Source: an optimization exercise on an open RTL-to-GDS flow (aim: small area). Production flows keep margins and buffers that such runs may drop. Only simulation tests tie the RTL to the original design; equivalence was not proved. No activity file was given, so power comes from the tool's default toggle rates.

## issue_queues
module issue_queues (
    input clk,
    input rst_n,
    input flush,
    input wr_pause,
    input CACOP_already,
    input INVTLB_already,
    input AGU_busy,
    input inst0_PR_dest_en,
    input inst0_PR_source1_en,
    input inst0_PR_source2_en,
    input inst0_PR_source1_rdy,
    input inst0_PR_source2_rdy,
    input [5:0] inst0_PR_dest,
    input [5:0] inst0_PR_source1,
    input [5:0] inst0_PR_source2,
    input [5:0] inst0_ROB_ID,
    input inst0_ALU0_en,
    input [4:0] inst0_ALU0_op,
    input [19:0] inst0_ALU0_imm,
    input inst0_ALU1_en,
    input [2:0] inst0_ALU1_op,
    input inst0_AGU_en,
    input [3:0] inst0_AGU_op,
    input [16:0] inst0_AGU_imm,
    input inst0_BRU_en,
    input [3:0] inst0_BRU_op,
    input [25:0] inst0_BRU_imm,
    input [31:0] inst0_PC,
    input [31:0] inst0_target_PC,
    input inst1_PR_dest_en,
    input inst1_PR_source1_en,
    input inst1_PR_source2_en,
    input inst1_PR_source1_rdy,
    input inst1_PR_source2_rdy,
    input [5:0] inst1_PR_dest,
    input [5:0] inst1_PR_source1,
    input [5:0] inst1_PR_source2,
    input [5:0] inst1_ROB_ID,
    input inst1_ALU0_en,
    input [4:0] inst1_ALU0_op,
    input [19:0] inst1_ALU0_imm,
    input inst1_ALU1_en,
    input [2:0] inst1_ALU1_op,
    input inst1_AGU_en,
    input [3:0] inst1_AGU_op,
    input [16:0] inst1_AGU_imm,
    input inst1_BRU_en,
    input [3:0] inst1_BRU_op,
    input [25:0] inst1_BRU_imm,
    input [31:0] inst1_PC,
    input [31:0] inst1_target_PC,
    input inst2_PR_dest_en,
    input inst2_PR_source1_en,
    input inst2_PR_source2_en,
    input inst2_PR_source1_rdy,
    input inst2_PR_source2_rdy,
    input [5:0] inst2_PR_dest,
    input [5:0] inst2_PR_source1,
    input [5:0] inst2_PR_source2,
    input [5:0] inst2_ROB_ID,
    input inst2_ALU0_en,
    input [4:0] inst2_ALU0_op,
    input [19:0] inst2_ALU0_imm,
    input inst2_ALU1_en,
    input [2:0] inst2_ALU1_op,
    input inst2_AGU_en,
    input [3:0] inst2_AGU_op,
    input [16:0] inst2_AGU_imm,
    input inst2_BRU_en,
    input [3:0] inst2_BRU_op,
  ...
Size in the first run: ~9300 cells after synthesis, about 990 I/O pins, roughly 87000 µm² of cells after synthesis.
clock: 10.0 ns
lec_check: 0
cap_margin: 10
cell_pad_in_sites_detail_placement: 1
core_margin: 2
core_utilization: 36
place_density: 0.45
slew_margin: 10
standard.sh (not shown) runs the stock make flow with config.mk's settings and CLKGATE_MAP_FILE= SYNTH_SCRIPT=/design/flow/synth_recipe.tcl, a recipe that flattens the netlist after the stock synthesis.
==> flow/flow/run.sh <==
#!/bin/bash
# Layout flow: the standard flow (standard.sh) with three changes:
#  - synthesis is synth_recipe.tcl with ABC using an area script (flow/area.abc),
#  - each port gets the smallest buffer (buf_1) instead of clkdlybuf4s50_1,
#  - clock tree synthesis uses clkbuf_8 on clusters of at most 14 flip-flops
#    and inserts no dummy loads.
# Each step's full log is in orfs/logs/; make's own output is in flow_make.log.
set -euo pipefail
W=$PWD
{ head -n 1 synth_recipe.tcl; cat flow/abc_area.tcl; tail -n +2 synth_recipe.tcl; } > flow_synth.tcl
export AREA_ABC_SCRIPT=$W/flow/area.abc
bash standard.sh \
  SYNTH_SCRIPT=$W/flow_synth.tcl \
  "BUFFER_PORTS_ARGS=-buffer_cell sky130_fd_sc_hd__buf_1" \
  "CTS_ARGS=-sink_clustering_enable -repair_clock_nets -dont_use_dummy_load -buf_list sky130_fd_sc_hd__clkbuf_8 -sink_clustering_size 14 -sink_clustering_max_diameter 50" \
  finish > flow_make.log 2>&1
==> flow/flow/abc_area.tcl <==
# Inserted into synth_recipe.tcl after its first line: ABC maps the logic with
# the area-oriented script flow/area.abc instead of ORFS's speed script.
# Registers are mapped before ABC runs and are left as they are.
proc abc {args} {
  set i [lsearch -exact $args -script]
  if { $i >= 0 } { lset args [expr { $i + 1 }] $::env(AREA_ABC_SCRIPT) }
  yosys abc {*}$args
}
==> flow/flow/area.abc <==
&get -n
&st
&dch
&nf -a -R 1000
&put
strash
&get -n
&st
&dch
&nf -a -R 1000
&put
strash
&get -n
&st
&dch
&nf -a -R 1000
&put
strash
&get -n
&st
&dch
&nf -a -R 1000
&put
strash
&get -n
&st
&dch
&nf -a -R 1000
&put
strash
&get -n
&st
&dch
&nf -a -R 1000
&put
strash
&get -n
&st
&dch
&nf -a -R 1000
&put
strash
&get -n
&st
&dch
&nf -a -R 1000
&put
strash
&get -n
&st
&dch
&nf -a -R 1000
&put
topo
Change:
CELL_PAD_IN_SITES_DETAIL_PLACEMENT = unset   (was 1)
CORE_UTILIZATION = 30   (was 36)
PLACE_DENSITY = 0.38   (was 0.45)
Result: The changed run went through all stages and came out clean; utilization fell by 6.7 points; maximum frequency came out higher by 0.53%; register-to-register slack gains 0.09 ns.

========
run 1:
issue_queues, a different RTL version from the one above (not shown whole).
For scale: ~13,000 cells after synthesis, about 1,700 flip-flops.
clock: 10.0 ns
lec_check: 0
cap_margin: 20
core_margin: 2
core_utilization: 30
place_density: 0.38
slew_margin: 20
run.sh (not shown) runs the stock make flow with config.mk's settings and CLKGATE_MAP_FILE= SYNTH_SCRIPT=/design/flow/synth_recipe.tcl, a recipe that flattens the netlist after the stock synthesis.
Stock flow here: none of the scripts above is used.
Run 1 finished every step from synthesis to the final layout, and the layout passed the timing, DRC and antenna checks.
--- input diff run 1..run 2 ---
==> flow/flow/run.sh (new file) <==
#!/bin/bash
# Layout flow: the standard flow (standard.sh) with three changes:
#  - synthesis is synth_recipe.tcl with ABC using an area script (flow/area.abc),
#  - each port gets the smallest buffer (buf_1) instead of clkdlybuf4s50_1,
#  - clock tree synthesis inserts no dummy loads.
# Each step's full log is in orfs/logs/; make's own output is in flow_make.log.
set -euo pipefail
W=$PWD
{ head -n 1 synth_recipe.tcl; cat flow/abc_area.tcl; tail -n +2 synth_recipe.tcl; } > flow_synth.tcl
export AREA_ABC_SCRIPT=$W/flow/area.abc
bash standard.sh \
  SYNTH_SCRIPT=$W/flow_synth.tcl \
  "BUFFER_PORTS_ARGS=-buffer_cell sky130_fd_sc_hd__buf_1" \
  "CTS_ARGS=-sink_clustering_enable -repair_clock_nets -dont_use_dummy_load" \
  finish > flow_make.log 2>&1
==> flow/flow/abc_area.tcl (new file) <==
# Inserted into synth_recipe.tcl after its first line: ABC maps the logic with
# the area-oriented script flow/area.abc instead of ORFS's speed script.
# Registers are mapped before ABC runs and are left as they are.
proc abc {args} {
  set i [lsearch -exact $args -script]
  if { $i >= 0 } { lset args [expr { $i + 1 }] $::env(AREA_ABC_SCRIPT) }
  yosys abc {*}$args
}
==> flow/flow/area.abc (new file) <==
&get -n
&st
&dch
&nf -a -R 1000
&put
topo
==> flow/standard.sh (new file) <==
#!/bin/bash
# synth_recipe.tcl (not shown) runs the flow's synth.tcl, then flattens the netlist and writes it again
# the make line also repeats each setting of config.mk as NAME=value (left out here)
make -C /OpenROAD-flow-scripts/flow DESIGN_CONFIG=/design/flow/config.mk WORK_HOME=/design/flow/orfs CLKGATE_MAP_FILE= SYNTH_SCRIPT=/design/flow/synth_recipe.tcl "${@:-finish}"
removed: flow/run.sh
==> results.txt <==
- Run comparison: run 1 standard cell with the maximum stage delay on the critical path sky130_fd_sc_hd__clkdlybuf4s50_1; run 2 standard cell with the maximum stage delay on the critical path sky130_fd_sc_hd__nor2_4
- In run 2 the wire length of the first global-routing pass turned out about 8% lower than in run 1.
- Of the two values seen for most common cell after layout, fill and taps aside, sky130_fd_sc_hd__dfxtp_1 was produced by run 1 and sky130_fd_sc_hd__nand2_1 by run 2.
- Setup slack of the critical path after layout, run 2 and run 1: lower on run 1
- Relative to run 1, run 2 improves final critical-path required period.
- Taking run 1 as the reference, in run 2 power after layout now sits lower; non-clock buffer count now sits lower; number of combinational gates with multiple inputs now sits lower.
- Of the two values seen for beginning of the critical path, inst0_AGU_en was produced by run 1 and u_alu0.rdy1[0] by run 2.

[static timing again, ports no longer ideal]
In the flow no input, the clock included, has a driving cell. The finished layouts below were timed again as built, in two steps.
Step 1 sets driving cells, clkbuf_16 on the clock port and buf_2 on the other inputs (assumed; they add their load-dependent delay and slew).
Step 2 times the ports against the registers' clock, not the clock port: input delays grow and output delays shrink by t, the midpoint of the rising clock arrivals with the driver on.
a / b / c = no drivers / after step 1 / after step 2; a / b = the first two.
run	t (ns)	slack for setup (ns)	worst data-port slew with drivers (ns)
the first run of note 1	1.182	2.516 / 2.412 / 2.093	0.22
the second run of note 1	1.141	2.555 / 2.446 / 2.003	0.24
run 1	1.058	1.825 / 1.735 / 1.735	0.34
run 2	1.030	2.940 / 2.940 / 2.398	0.28
After both steps every run listed still meets setup and hold. The setup slack of the second run of note 1, which loses most, moves by -0.109 ns with the drivers and by -0.552 ns with both steps.
